From an optimization exercise on the open Yosys and OpenROAD flow, aimed at small area; shortcuts taken in it are not production practice. No functional check of the RTL was part of this run. No activity file was given, so power comes from the tool's default toggle rates.

[flow/design.v]
`timescale 1ns / 1ps
module rgb2YCbCr #(
parameter pix_per_clock = 4,
parameter data_width    = 8
)
(
input wire clk_in,
input wire reset,
input wire [(data_width*pix_per_clock*3)-1:0] rdata,
input wire rlast,
output reg rready,
input wire ruser,
input wire rvalid,
output reg [(data_width*pix_per_clock*3)-1:0] tdata,
output reg tlast,
input wire tready,
output reg tuser,
output reg tvalid
);
reg [95:0] pix_d1, pix_d2;
reg [7:0] g_d3 [0:3];
reg [8:0] u_d3 [0:3];
reg [8:0] v_d3 [0:3];
always @(posedge clk_in) begin
    pix_d1 <= rdata;
    pix_d2 <= pix_d1;
end
genvar i;
generate for (i = 0; i < 4; i = i + 1) begin : px
    wire [7:0] r = pix_d2[24*i+16 +: 8];
    wire [7:0] g = pix_d2[24*i+8  +: 8];
    wire [7:0] b = pix_d2[24*i    +: 8];
    wire [8:0] u, v;
    wire [7:0] y, cb, cr;
    rgb2ycc_diff du (.a(r), .g(g), .d(u));
    rgb2ycc_diff dv (.a(b), .g(g), .d(v));
    always @(posedge clk_in) begin
        g_d3[i] <= g;
        u_d3[i] <= u;
        v_d3[i] <= v;
    end
    rgb2ycc_sum cs (.g(g_d3[i]), .u(u_d3[i]), .v(v_d3[i]), .y(y), .cb(cb), .cr(cr));
    always @(posedge clk_in)
        tdata[24*i +: 24] <= {cr, cb, y};
end endgenerate
reg rlast_d1, rlast_d2, rlast_d3;
reg ruser_d1, ruser_d2, ruser_d3;
reg rvalid_d1, rvalid_d2, rvalid_d3;
always @(posedge clk_in) begin
    rlast_d1  <= rlast;  rlast_d2  <= rlast_d1;  rlast_d3  <= rlast_d2;  tlast  <= rlast_d3;
    ruser_d1  <= ruser;  ruser_d2  <= ruser_d1;  ruser_d3  <= ruser_d2;  tuser  <= ruser_d3;
    rvalid_d1 <= rvalid; rvalid_d2 <= rvalid_d1; rvalid_d3 <= rvalid_d2; tvalid <= rvalid_d3;
    rready    <= tready;
end
endmodule
module rgb2ycc_diff (input wire [7:0] a, input wire [7:0] g, output wire [8:0] d);
  wire [8:0] c;
  assign c[0] = 1'b1;
  genvar k;
  generate for (k = 0; k < 8; k = k + 1) begin : bit_
    assign d[k]   = a[k] ^ ~g[k] ^ c[k];
    assign c[k+1] = (a[k] & ~g[k]) | (c[k] & (a[k] ^ ~g[k]));
  end endgenerate
  assign d[8] = c[8];
endmodule
module rgb2ycc_sum (input wire [7:0] g, input wire [8:0] u, input wire [8:0] v,
  output wire [7:0] y, output wire [7:0] cb, output wire [7:0] cr);
  wire n1;
  wire n2;
  wire n3;
  wire n4;
  wire n5;
  wire n6;
  wire n7;
  wire n8;
  wire n9;
  wire n10;
  wire n11;
  wire n12;
  wire n13;
  wire n14;
  wire n15;
  wire n16;
  wire n17;
  wire n18;
  wire n19;
  wire n20;
  wire n21;
  wire n22;
  wire n23;
  wire n24;
  wire n25;
  wire n26;
  wire n27;
  wire n28;
  wire n29;
  wire n30;
  wire n31;
  wire n32;
  wire n33;
  wire n34;
  wire n35;
  wire n36;
  wire n37;
  wire n38;
  wire n39;
  wire n40;
  wire n41;
  wire n42;
  wire n43;
  wire n44;
  wire n45;
  wire n46;
  wire n47;
  wire n48;
  wire n49;
  wire n50;
  wire n51;
  wire n52;
  wire n53;
  wire n54;
  wire n55;
  wire n56;
  wire n57;
  wire n58;
  wire n59;
  wire n60;
  wire n61;
  wire n62;
  wire n63;
  wire n64;
  wire n65;
  wire n66;
  wire n67;
  wire n68;
  wire n69;
  wire n70;
  wire n71;
  wire n72;
  wire n73;
  wire n74;
  wire n75;
  wire n76;
  wire n77;
  wire n78;
  wire n79;
  wire n80;
  wire n81;
  wire n82;
  wire n83;
  wire n84;
  wire n85;
  wire n86;
  wire n87;
  wire n88;
  wire n89;
  wire n90;
  wire n91;
  wire n92;
  wire n93;
  wire n94;
  wire n95;
  wire n96;
  wire n97;
  wire n98;
  wire n99;
  wire n100;
  wire n101;
  wire n102;
  wire n103;
  wire n104;
  wire n105;
  wire n106;
  wire n107;
  wire n108;
  wire n109;
  wire n110;
  wire n111;
  wire n112;
  wire n113;
  wire n114;
  wire n115;
  wire n116;
  wire n117;
  wire n118;
  wire n119;
  wire n120;
  wire n121;
  wire n122;
  wire n123;
  wire n124;
  wire n125;
  wire n126;
  wire n127;
  wire n128;
  wire n129;
  wire n130;
  wire n131;
  wire n132;
  wire n133;
  wire n134;
  wire n135;
  wire n136;
  wire n137;
  wire n138;
  wire n139;
  wire n140;
  wire n141;
  wire n142;
  wire n143;
  wire n144;
  wire n145;
  wire n146;
  wire n147;
  wire n148;
  wire n149;
  wire n150;
  wire n151;
  wire n152;
  wire n153;
  wire n154;
  wire n155;
  wire n156;
  wire n157;
  wire n158;
  wire n159;
  wire n160;
  wire n161;
  wire n162;
  wire n163;
  wire n164;
  wire n165;
  wire n166;
  wire n167;
  wire n168;
  wire n169;
  wire n170;
  wire n171;
  wire n172;
  wire n173;
  wire n174;
  wire n175;
  wire n176;
  wire n177;
  wire n178;
  wire n179;
  wire n180;
  wire n181;
  wire n182;
  wire n183;
  wire n184;
  wire n185;
  wire n186;
  wire n187;
  wire n188;
  wire n189;
  wire n190;
  wire n191;
  wire n192;
  wire n193;
  wire n194;
  wire n195;
  wire n196;
  wire n197;
  wire n198;
  wire n199;
  wire n200;
  wire n201;
  wire n202;
  wire n203;
  wire n204;
  wire n205;
  wire n206;
  wire n207;
  wire n208;
  wire n209;
  wire n210;
  wire n211;
  wire n212;
  wire n213;
  wire n214;
  wire n215;
  wire n216;
  wire n217;
  wire n218;
  wire n219;
  wire n220;
  wire n221;
  wire n222;
  wire n223;
  wire n224;
  wire n225;
  wire n226;
  wire n227;
  wire n228;
  wire n229;
  wire n230;
  wire n231;
  wire n232;
  wire n233;
  wire n234;
  wire n235;
  wire n236;
  wire n237;
  wire n238;
  wire n239;
  wire n240;
  wire n241;
  wire n242;
  wire n243;
  wire n244;
  wire n245;
  wire n246;
  wire n247;
  wire n248;
  wire n249;
  wire n250;
  wire n251;
  wire n252;
  wire n253;
  wire n254;
  wire n255;
  wire n256;
  assign n1 = ~u[1] & ~u[0];
  assign n2 = ~g[0] | ~u[2];
  assign n3 = ~(~g[0] ^ ~u[2]);
  assign n4 = n3 & n1;
  assign n5 = ~g[1] ^ ~u[3] ^ n2;
  assign n6 = (~g[1] & ~u[3]) | (n2 & (~g[1] ^ ~u[3]));
  assign n7 = n4 & n5;
  assign n8 = ~g[2] | ~u[4];
  assign n9 = ~(~g[2] ^ ~u[4]);
  assign n10 = ~u[0] ^ v[0] ^ n9;
  assign n11 = (~u[0] & v[0]) | (n9 & (~u[0] ^ v[0]));
  assign n12 = (n10 & n6) | (n7 & (n10 | n6));
  assign n13 = ~g[3] | ~g[0];
  assign n14 = ~(~g[3] ^ ~g[0]);
  assign n15 = ~u[5] ^ ~u[1] ^ v[1];
  assign n16 = (~u[5] & ~u[1]) | (v[1] & (~u[5] ^ ~u[1]));
  assign n17 = n14 ^ n8 ^ n15;
  assign n18 = (n14 & n8) | (n15 & (n14 ^ n8));
  assign n19 = (n11 & n17) | (n12 & (n11 | n17));
  assign n20 = ~g[4] ^ ~g[1] ^ ~u[6];
  assign n21 = (~g[4] & ~g[1]) | (~u[6] & (~g[4] ^ ~g[1]));
  assign n22 = ~u[2] ^ u[0] ^ v[2];
  assign n23 = (~u[2] & u[0]) | (v[2] & (~u[2] ^ u[0]));
  assign n24 = n13 ^ n16 ^ n20;
  assign n25 = (n13 & n16) | (n20 & (n13 ^ n16));
  assign n26 = n22 ^ n18 ^ n24;
  assign n27 = (n22 & n18) | (n24 & (n22 ^ n18));
  assign n28 = n26 & n19;
  assign n29 = ~g[5] ^ ~g[2] ^ ~u[7];
  assign n30 = (~g[5] & ~g[2]) | (~u[7] & (~g[5] ^ ~g[2]));
  assign n31 = ~u[3] ^ u[1] ^ v[3];
  assign n32 = (~u[3] & u[1]) | (v[3] & (~u[3] ^ u[1]));
  assign n33 = n21 ^ n23 ^ n29;
  assign n34 = (n21 & n23) | (n29 & (n21 ^ n23));
  assign n35 = n31 ^ n25 ^ n33;
  assign n36 = (n31 & n25) | (n33 & (n31 ^ n25));
  assign n37 = (n27 & n35) | (n28 & (n27 | n35));
  assign n38 = ~g[6] | ~g[3];
  assign n39 = ~(~g[6] ^ ~g[3]);
  assign n40 = g[0] ^ ~u[8] ^ ~u[4];
  assign n41 = (g[0] & ~u[8]) | (~u[4] & (g[0] ^ ~u[8]));
  assign n42 = u[2] ^ v[4] ^ n39;
  assign n43 = (u[2] & v[4]) | (n39 & (u[2] ^ v[4]));
  assign n44 = n30 ^ n32 ^ n40;
  assign n45 = (n30 & n32) | (n40 & (n30 ^ n32));
  assign n46 = n42 ^ n34 ^ n44;
  assign n47 = (n42 & n34) | (n44 & (n42 ^ n34));
  assign n48 = n36 ^ n46 ^ n37;
  assign n49 = (n36 & n46) | (n37 & (n36 ^ n46));
  assign n50 = ~g[7] | ~g[4];
  assign n51 = ~(~g[7] ^ ~g[4]);
  assign n52 = g[1] ^ ~u[5] ^ u[3];
  assign n53 = (g[1] & ~u[5]) | (u[3] & (g[1] ^ ~u[5]));
  assign n54 = v[5] ^ n51 ^ n38;
  assign n55 = (v[5] & n51) | (n38 & (v[5] ^ n51));
  assign n56 = n41 ^ n52 ^ n43;
  assign n57 = (n41 & n52) | (n43 & (n41 ^ n52));
  assign n58 = n54 ^ n45 ^ n56;
  assign n59 = (n54 & n45) | (n56 & (n54 ^ n45));
  assign n60 = n47 ^ n58 ^ n49;
  assign n61 = (n47 & n58) | (n49 & (n47 ^ n58));
  assign n62 = ~g[5] ^ g[2] ^ ~u[6];
  assign n63 = (~g[5] & g[2]) | (~u[6] & (~g[5] ^ g[2]));
  assign n64 = u[4] ^ v[6] ^ n50;
  assign n65 = (u[4] & v[6]) | (n50 & (u[4] ^ v[6]));
  assign n66 = n53 ^ n62 ^ n55;
  assign n67 = (n53 & n62) | (n55 & (n53 ^ n62));
  assign n68 = n64 ^ n57 ^ n66;
  assign n69 = (n64 & n57) | (n66 & (n64 ^ n57));
  assign n70 = n59 ^ n68 ^ n61;
  assign n71 = (n59 & n68) | (n61 & (n59 ^ n68));
  assign n72 = ~g[6] | g[3];
  assign n73 = ~(~g[6] ^ g[3]);
  assign n74 = ~u[7] ^ u[5] ^ v[7];
  assign n75 = (~u[7] & u[5]) | (v[7] & (~u[7] ^ u[5]));
  assign n76 = n73 ^ n63 ^ n74;
  assign n77 = (n73 & n63) | (n74 & (n73 ^ n63));
  assign n78 = n65 ^ n76 ^ n67;
  assign n79 = (n65 & n76) | (n67 & (n65 ^ n76));
  assign n80 = n69 ^ n78 ^ n71;
  assign n81 = (n69 & n78) | (n71 & (n69 ^ n78));
  assign n82 = ~g[7] ^ g[4] ^ ~u[8];
  assign n83 = (~g[7] & g[4]) | (~u[8] & (~g[7] ^ g[4]));
  assign n84 = u[6] ^ v[8] ^ n72;
  assign n85 = (u[6] & v[8]) | (n72 & (u[6] ^ v[8]));
  assign n86 = n75 ^ n82 ^ n84;
  assign n87 = (n75 & n82) | (n84 & (n75 ^ n82));
  assign n88 = n77 ^ n86 ^ n79;
  assign n89 = (n77 & n86) | (n79 & (n77 ^ n86));
  assign n90 = n88 ^ n81;
  assign n91 = n88 & n81;
  assign n92 = g[5] ^ u[7] ^ n83;
  assign n93 = (g[5] & u[7]) | (n83 & (g[5] ^ u[7]));
  assign n94 = n85 ^ n92 ^ n87;
  assign n95 = (n85 & n92) | (n87 & (n85 ^ n92));
  assign n96 = n94 ^ n89 ^ n91;
  assign n97 = (n94 & n89) | (n91 & (n94 ^ n89));
  assign n98 = g[6] ^ u[8] ^ n93;
  assign n99 = (g[6] & u[8]) | (n93 & (g[6] ^ u[8]));
  assign n100 = n98 ^ n95 ^ n97;
  assign n101 = (n98 & n95) | (n97 & (n98 ^ n95));
  assign n102 = g[7] | n99;
  assign n103 = ~(g[7] ^ n99);
  assign n104 = n103 ^ n101;
  assign n105 = ~u[1] & ~u[0];
  assign n106 = ~u[2] | ~u[0];
  assign n107 = ~(~u[2] ^ ~u[0]);
  assign n108 = n107 & n105;
  assign n109 = ~u[3] ^ ~u[1] ^ ~u[0];
  assign n110 = (~u[3] & ~u[1]) | (~u[0] & (~u[3] ^ ~u[1]));
  assign n111 = ~v[0] ^ n106 ^ n108;
  assign n112 = (~v[0] & n106) | (n108 & (~v[0] ^ n106));
  assign n113 = n109 & n111;
  assign n114 = ~u[4] | ~u[2];
  assign n115 = ~(~u[4] ^ ~u[2]);
  assign n116 = ~u[1] ^ ~v[1] ^ n115;
  assign n117 = (~u[1] & ~v[1]) | (n115 & (~u[1] ^ ~v[1]));
  assign n118 = n110 ^ n116 ^ n112;
  assign n119 = (n110 & n116) | (n112 & (n110 ^ n116));
  assign n120 = n113 & n118;
  assign n121 = ~u[5] ^ ~u[3] ^ ~u[2];
  assign n122 = (~u[5] & ~u[3]) | (~u[2] & (~u[5] ^ ~u[3]));
  assign n123 = ~v[2] ^ n114 ^ n121;
  assign n124 = (~v[2] & n114) | (n121 & (~v[2] ^ n114));
  assign n125 = n117 ^ n123 ^ n119;
  assign n126 = (n117 & n123) | (n119 & (n117 ^ n123));
  assign n127 = n120 & n125;
  assign n128 = ~u[6] ^ ~u[4] ^ ~u[3];
  assign n129 = (~u[6] & ~u[4]) | (~u[3] & (~u[6] ^ ~u[4]));
  assign n130 = ~v[3] ^ v[0] ^ n122;
  assign n131 = (~v[3] & v[0]) | (n122 & (~v[3] ^ v[0]));
  assign n132 = n128 ^ n124 ^ n130;
  assign n133 = (n128 & n124) | (n130 & (n128 ^ n124));
  assign n134 = (n132 & n126) | (n127 & (n132 | n126));
  assign n135 = ~u[7] ^ ~u[5] ^ ~u[4];
  assign n136 = (~u[7] & ~u[5]) | (~u[4] & (~u[7] ^ ~u[5]));
  assign n137 = ~v[4] ^ v[1] ^ n129;
  assign n138 = (~v[4] & v[1]) | (n129 & (~v[4] ^ v[1]));
  assign n139 = n135 ^ n131 ^ n137;
  assign n140 = (n135 & n131) | (n137 & (n135 ^ n131));
  assign n141 = n133 ^ n139 ^ n134;
  assign n142 = (n133 & n139) | (n134 & (n133 ^ n139));
  assign n143 = ~u[8] | ~u[6];
  assign n144 = ~(~u[8] ^ ~u[6]);
  assign n145 = ~u[5] ^ ~v[5] ^ v[2];
  assign n146 = (~u[5] & ~v[5]) | (v[2] & (~u[5] ^ ~v[5]));
  assign n147 = n144 ^ n136 ^ n145;
  assign n148 = (n144 & n136) | (n145 & (n144 ^ n136));
  assign n149 = n138 ^ n147 ^ n140;
  assign n150 = (n138 & n147) | (n140 & (n138 ^ n147));
  assign n151 = n149 ^ n142;
  assign n152 = n149 & n142;
  assign n153 = ~u[7] | ~u[6];
  assign n154 = ~(~u[7] ^ ~u[6]);
  assign n155 = ~v[6] ^ v[3] ^ n154;
  assign n156 = (~v[6] & v[3]) | (n154 & (~v[6] ^ v[3]));
  assign n157 = n143 ^ n146 ^ n155;
  assign n158 = (n143 & n146) | (n155 & (n143 ^ n146));
  assign n159 = n148 ^ n157 ^ n150;
  assign n160 = (n148 & n157) | (n150 & (n148 ^ n157));
  assign n161 = n159 ^ n152;
  assign n162 = n159 & n152;
  assign n163 = ~u[8] ^ ~u[7] ^ ~v[7];
  assign n164 = (~u[8] & ~u[7]) | (~v[7] & (~u[8] ^ ~u[7]));
  assign n165 = v[4] ^ n153 ^ n163;
  assign n166 = (v[4] & n153) | (n163 & (v[4] ^ n153));
  assign n167 = n156 ^ n165 ^ n158;
  assign n168 = (n156 & n165) | (n158 & (n156 ^ n165));
  assign n169 = n167 ^ n160 ^ n162;
  assign n170 = (n167 & n160) | (n162 & (n167 ^ n160));
  assign n171 = ~u[8] | ~v[8];
  assign n172 = ~(~u[8] ^ ~v[8]);
  assign n173 = v[5] ^ n172 ^ n164;
  assign n174 = (v[5] & n172) | (n164 & (v[5] ^ n172));
  assign n175 = n166 ^ n173 ^ n168;
  assign n176 = (n166 & n173) | (n168 & (n166 ^ n173));
  assign n177 = n175 ^ n170;
  assign n178 = n175 & n170;
  assign n179 = v[6] ^ n171 ^ n174;
  assign n180 = (v[6] & n171) | (n174 & (v[6] ^ n171));
  assign n181 = n179 ^ n176 ^ n178;
  assign n182 = (n179 & n176) | (n178 & (n179 ^ n176));
  assign n183 = v[7] | n180;
  assign n184 = ~(v[7] ^ n180);
  assign n185 = n184 ^ n182;
  assign n186 = n184 & n182;
  assign n187 = v[8] | n183;
  assign n188 = ~(v[8] ^ n183);
  assign n189 = n188 ^ n186;
  assign n190 = ~v[1] & ~v[0];
  assign n191 = ~v[2] | ~v[0];
  assign n192 = ~(~v[2] ^ ~v[0]);
  assign n193 = n192 & n190;
  assign n194 = ~u[0] | ~v[3];
  assign n195 = ~(~u[0] ^ ~v[3]);
  assign n196 = ~v[1] ^ n195 ^ n191;
  assign n197 = (~v[1] & n195) | (n191 & (~v[1] ^ n195));
  assign n198 = n193 & n196;
  assign n199 = ~u[1] ^ ~v[4] ^ ~v[2];
  assign n200 = (~u[1] & ~v[4]) | (~v[2] & (~u[1] ^ ~v[4]));
  assign n201 = n194 ^ n199 ^ n197;
  assign n202 = (n194 & n199) | (n197 & (n194 ^ n199));
  assign n203 = n198 & n201;
  assign n204 = ~u[2] ^ ~v[5] ^ ~v[3];
  assign n205 = (~u[2] & ~v[5]) | (~v[3] & (~u[2] ^ ~v[5]));
  assign n206 = n200 ^ n204 ^ n202;
  assign n207 = (n200 & n204) | (n202 & (n200 ^ n204));
  assign n208 = n203 & n206;
  assign n209 = ~u[3] ^ u[0] ^ ~v[6];
  assign n210 = (~u[3] & u[0]) | (~v[6] & (~u[3] ^ u[0]));
  assign n211 = ~v[4] ^ n205 ^ n209;
  assign n212 = (~v[4] & n205) | (n209 & (~v[4] ^ n205));
  assign n213 = (n211 & n207) | (n208 & (n211 | n207));
  assign n214 = ~u[4] ^ u[1] ^ ~v[7];
  assign n215 = (~u[4] & u[1]) | (~v[7] & (~u[4] ^ u[1]));
  assign n216 = ~v[5] ^ n210 ^ n214;
  assign n217 = (~v[5] & n210) | (n214 & (~v[5] ^ n210));
  assign n218 = n212 ^ n216 ^ n213;
  assign n219 = (n212 & n216) | (n213 & (n212 ^ n216));
  assign n220 = ~u[5] | u[2];
  assign n221 = ~(~u[5] ^ u[2]);
  assign n222 = ~v[8] ^ ~v[6] ^ n221;
  assign n223 = (~v[8] & ~v[6]) | (n221 & (~v[8] ^ ~v[6]));
  assign n224 = n215 ^ n222 ^ n217;
  assign n225 = (n215 & n222) | (n217 & (n215 ^ n222));
  assign n226 = n224 ^ n219;
  assign n227 = n224 & n219;
  assign n228 = ~u[6] | u[3];
  assign n229 = ~(~u[6] ^ u[3]);
  assign n230 = ~v[7] ^ n229 ^ n220;
  assign n231 = (~v[7] & n229) | (n220 & (~v[7] ^ n229));
  assign n232 = n223 ^ n230 ^ n225;
  assign n233 = (n223 & n230) | (n225 & (n223 ^ n230));
  assign n234 = n232 ^ n227;
  assign n235 = n232 & n227;
  assign n236 = ~u[7] ^ u[4] ^ ~v[8];
  assign n237 = (~u[7] & u[4]) | (~v[8] & (~u[7] ^ u[4]));
  assign n238 = n228 ^ n236 ^ n231;
  assign n239 = (n228 & n236) | (n231 & (n228 ^ n236));
  assign n240 = n238 ^ n233 ^ n235;
  assign n241 = (n238 & n233) | (n235 & (n238 ^ n233));
  assign n242 = ~u[8] ^ u[5] ^ n237;
  assign n243 = (~u[8] & u[5]) | (n237 & (~u[8] ^ u[5]));
  assign n244 = n242 ^ n239 ^ n241;
  assign n245 = (n242 & n239) | (n241 & (n242 ^ n239));
  assign n246 = u[6] | n243;
  assign n247 = ~(u[6] ^ n243);
  assign n248 = n247 ^ n245;
  assign n249 = n247 & n245;
  assign n250 = u[7] | n246;
  assign n251 = ~(u[7] ^ n246);
  assign n252 = n251 ^ n249;
  assign n253 = n251 & n249;
  assign n254 = u[8] | n250;
  assign n255 = ~(u[8] ^ n250);
  assign n256 = n255 ^ n253;
  assign y[0] = n48;
  assign y[1] = n60;
  assign y[2] = n70;
  assign y[3] = n80;
  assign y[4] = n90;
  assign y[5] = n96;
  assign y[6] = n100;
  assign y[7] = n104;
  assign cb[0] = n141;
  assign cb[1] = n151;
  assign cb[2] = n161;
  assign cb[3] = n169;
  assign cb[4] = n177;
  assign cb[5] = n181;
  assign cb[6] = n185;
  assign cb[7] = n189;
  assign cr[0] = n218;
  assign cr[1] = n226;
  assign cr[2] = n234;
  assign cr[3] = n240;
  assign cr[4] = n244;
  assign cr[5] = n248;
  assign cr[6] = n252;
  assign cr[7] = n256;
endmodule
[flow/run.sh]
#!/bin/bash
# synth_recipe.tcl (not shown) runs the flow's synth.tcl, then flattens the netlist and writes it again
# the make line also repeats each setting of config.mk as NAME=value (left out here)
make -C /OpenROAD-flow-scripts/flow DESIGN_CONFIG=/design/flow/config.mk WORK_HOME=/design/flow/orfs CLKGATE_MAP_FILE= SYNTH_SCRIPT=/design/flow/synth_recipe.tcl finish
[flow/config.mk]
export PLATFORM = sky130hd
export DESIGN_NAME = rgb2YCbCr
export DESIGN_NICKNAME = rgb2YCbCr
export VERILOG_FILES = /design/flow/design.v
export SDC_FILE = /design/flow/constraint.sdc
export NUM_CORES = 4
export LEC_CHECK = 0
export CAP_MARGIN = 20
export CORE_MARGIN = 2
export CORE_UTILIZATION = 40
export SLEW_MARGIN = 20
[flow/constraint.sdc]
create_clock -name core_clock -period 5.0 [get_ports {clk_in}]
set_input_delay 1.0000 -clock core_clock [delete_from_list [all_inputs] [get_ports {clk_in}]]
set_output_delay 1.0000 -clock core_clock [all_outputs]
set_load 0.01 [all_outputs]
==> results.txt <==
-- cells by family (layout without fill, tap and decap cells) --
kind of cell,Yosys count,count (layout),synth area share
AO/OA/AOI/OAI,13,13,0.00526
XOR/XNOR,24,24,0.0103
adder cells (fa/ha/maj),537,537,0.476
buffers and inverters,558,939,0.102
flip-flops,405,405,0.396
AND/OR/NAND/NOR,35,35,0.00997
-- power by group through the flow --
stage / logic (mW) / clock network (mW) / registers (mW)
2_1_floorplan: 5.28 / 0 / 4.68
3_3_place_gp: 8.72 / 0 / 4.49
3_5_place_dp: 8.86 / 0 / 4.49
4_1_cts: 9.01 / 3.37 / 4.43
5_1_grt: 10.5 / 3.50 / 4.49
6_report: 8.83 / 3.25 / 4.42
-- synth_stat cells (3+ instances only) --
| cell type | count |
|---|---|
| a21oi_1 | 3 |
| dfxtp_1 | 405 |
| fa_1 | 404 |
| ha_1 | 124 |
| inv_1 | 558 |
| maj3_1 | 9 |
| nand2_1 | 6 |
| nand3_1 | 5 |
| nor2_1 | 6 |
| nor3_1 | 5 |
| nor4_1 | 3 |
| xnor2_1 | 20 |
| xor2_1 | 4 |
-- cell type report --
class / instances / area (µm²)
clock buffers: 57 / 1210
well taps: 672 / 841
fillers: 4367 / 24500
repair buffers: 305 / 2810
multi-input cells: 609 / 10400
inverters: 558 / 2100
clock inverters: 19 / 245
flip-flops and latches: 405 / 8130
-- metal layers --
layer / global-route usage / vias to the layer above / share of wire
met3: 0.0269 / 49 / 0.039
met2: 0.264 / 176 / 0.51
met4: 0.0466 / 0 / 0.020
met1: 0.190 / 5472 / 0.43
met5: 0 / - / 0
li1: - / 5082 / -
-- registers in the layout, indices dropped and copies added (netlist names) --
signal     flops
g_d3          32
tlast          1
pix_d2        96
rlast_d1       1
pix_d1        96
rvalid_d3      1
tuser          1
rvalid_d2      1
ruser_d1       1
u_d3          36
tvalid         1
rready         1
ruser_d3       1
rvalid_d1      1
rlast_d2       1
v_d3          36
ruser_d2       1
tdata         96
rlast_d3       1
-- stage by stage --
step                TNS, ps  std cells  hold WS [ps]
floorplan             -23.4       1572           310
global placement       -284       2546           310
detailed placement     -566       2546           312
CTS                   -86.3       2622           323
global route           -555       2625           317
finish                -55.7       2625           319
-- repair_timing --
item,in CTS,in global routing
hold endpoints to repair,0,0
pin swaps,6,8
endpoints found under the setup margin,7,12
cloned,0,0
setup buffers,0,3
resized for setup,12,29
-- how the worst max path moves through the flow --
| stage | to | slack (ps) | cells after the start |
|---|---|---|---|
| after floorplan | tdata[55] | -20 | 17 |
| final | tdata[55] | -60 | 17 |
| after global placement | tdata[55] | -120 | 17 |
| after global routing | tdata[55] | -220 | 17 |
| after detailed placement | tdata[55] | -170 | 17 |
| after CTS | tdata[55] | -90 | 17 |
==> impl_metrics.tcl <==
set metrics [dict create \
    clk_pin_slew_ps 60 \
    first_pass_iters 4 \
    fin_util 0.512 \
    clock-sinks 405 \
    drc 0 \
    synth.yosys.seq_area_share 0.396 \
    fmax_ghz 0.198 \
    cp_common_cell "fa_2" \
    power.switching_mw 6.11 \
    tightest_slew_ps 378 \
    skew_ps 16.2 \
    min_period_over_period 1.01 \
    rrSetupSlack_ps -60 \
    crit_chain "inv_2 -> fa_1 -> inv_1 -> fa_1 -> fa_1 -> a221o_1 -> o32ai_1 -> maj3_2 -> fa_2 -> fa_2 -> fa_2 -> fa_2 -> ha_2 -> fa_2 -> fa_2 -> xor2_1 -> xnor2_1" \
    synth-edff-count 0 \
    avgSynthCellArea_um2 13.0 \
    dieWidth_um 230 \
    p_total_mw 16.5 \
    dr_total_vias 10779 \
    grt_pass1_wl_um 62800 \
    cp.required_ps 5440 \
    slew_viol_final 0 \
    antenna_cells 0 \
    cp_slowest_cell "fa_1" \
    crit_buf_inv 2 \
    async_reset_ff_frac 0 \
    violatedChecks "negative setup slack" \
    synthDominantCellAreaShare 0.396 \
    rsz0062_at_grt "true" \
    hp-class "reg2reg" \
    clock_latency_ps 560 \
    dpl_cell_area_um2 24100 \
    grt-ovfl-total 0 \
    min_path_cells 0 \
    p_sw_frac 0.370 \
    mostFrequentLayoutCells "inv_1 (551), dfxtp_1 (392), fa_1 (380), clkdlybuf4s50_1 (200), ha_1 (117)" \
    synth_cell_type_count 25 \
    antenna_found_initial 0 \
    final_common_cell "inv_1" \
    gp_congestion 0.850 \
    layout_setup_ws_ps -55.7 \
    synthCells 1572 \
    wirelength_um 37100 \
    cts_root_buf "clkbuf_16" \
    ios 202 \
    antenna_left 0 \
    crit_fanout 2 \
    critical-path-top-delay-family "adder cells" \
    syn_area_um2 20500 \
    hold_violations 0 \
    cap_violations 0 \
    area_growth_pct 25.8 \
    drtIter0Drc 261 \
    htreeDepth 2 \
    fin_nets 2551 \
    final_cell_area_um2 25700 \
    crit_start "g_d3[2][1]" \
    status "finished with violations" \
    clock_path_buffers 3 \
    cts_tree "yes" \
    power_frac_comb 0.535 \
    max_stage_delay_ps 530 \
    hold_path_end "pix_d2[22]" \
    worstPathArrival_ps 5500 \
    die_y_um 230 \
    io_buffers 200 \
    dpl.hpwl_um 31100 \
    yosysWarnings 7 \
    post_drt_wl_per_cell_um 14.1 \
    core-area_um2 50300 \
    clkPwrFrac 0.197 \
    rows 82 \
    grt_start_max_net_pins 15 \
    pre_cts_slack_ps -174 \
    setup_viol 1 \
    reg2reg_depth 17 \
    layout-drive-gt1-share 0.123 \
    slew_headroom 0.748 \
    reg2reg_from "g_d3[2][1]" \
    static-leakage-power_nw 12.4 \
    die_area_um2 53000 \
    grt_usage 0.151 \
    netlist_top_cells_area "dfxtp_1 (40%), fa_1 (40%), inv_1 (10%), ha_1 (7.6%), xnor2_1 (0.86%)" \
    powerDensity_nw_per_um2 641 \
    hold_buffers 0 \
    path_class "reg2reg" \
    post-route-min-period_ps 5060 \
    cts_buffers 42 \
    vdd_drop_max_uv 447 \
    crit_path_start_kind "flop" \
    ys_seq_elements 405 \
    yosysTopAreaCell "dfxtp_1" \
    hp-start "pix_d1[22]" \
    synth_flop_cell "dfxtp_1" \
    via_per_inst 4.11 \
    synth_nets 2202 \
    seqPwrFrac 0.268 \
    end_kind "flop" \
    grt_pass1_vias 12575 \
    start_util 0.407 \
    r2r-end "tdata[55]" \
    internal_power_mw 10.4 \
]

## port drivers added, routing unchanged
The flow's constraints put no driver on any port. The routed layout listed below was extracted and timed again, unchanged, in two steps.
Step 1 assumes that a clkbuf_16 drives the clock port and a buf_2 every other input.
Step 2 also shifts input and output timing later by t, the mid clock arrival at the registers, as if the neighbouring blocks saw the same clock.
a / b / c = ideal / step 1 / step 2; a / b = the first two.
t, ns: 0.603
slack for setup (ns): -0.056 / -0.056 / -0.056
slew at the worst register clock pin (ns): 0.06 / 0.06
For this run, drivers alone change the setup slack by 0.000 ns; drivers and shift together by 0.000 ns.
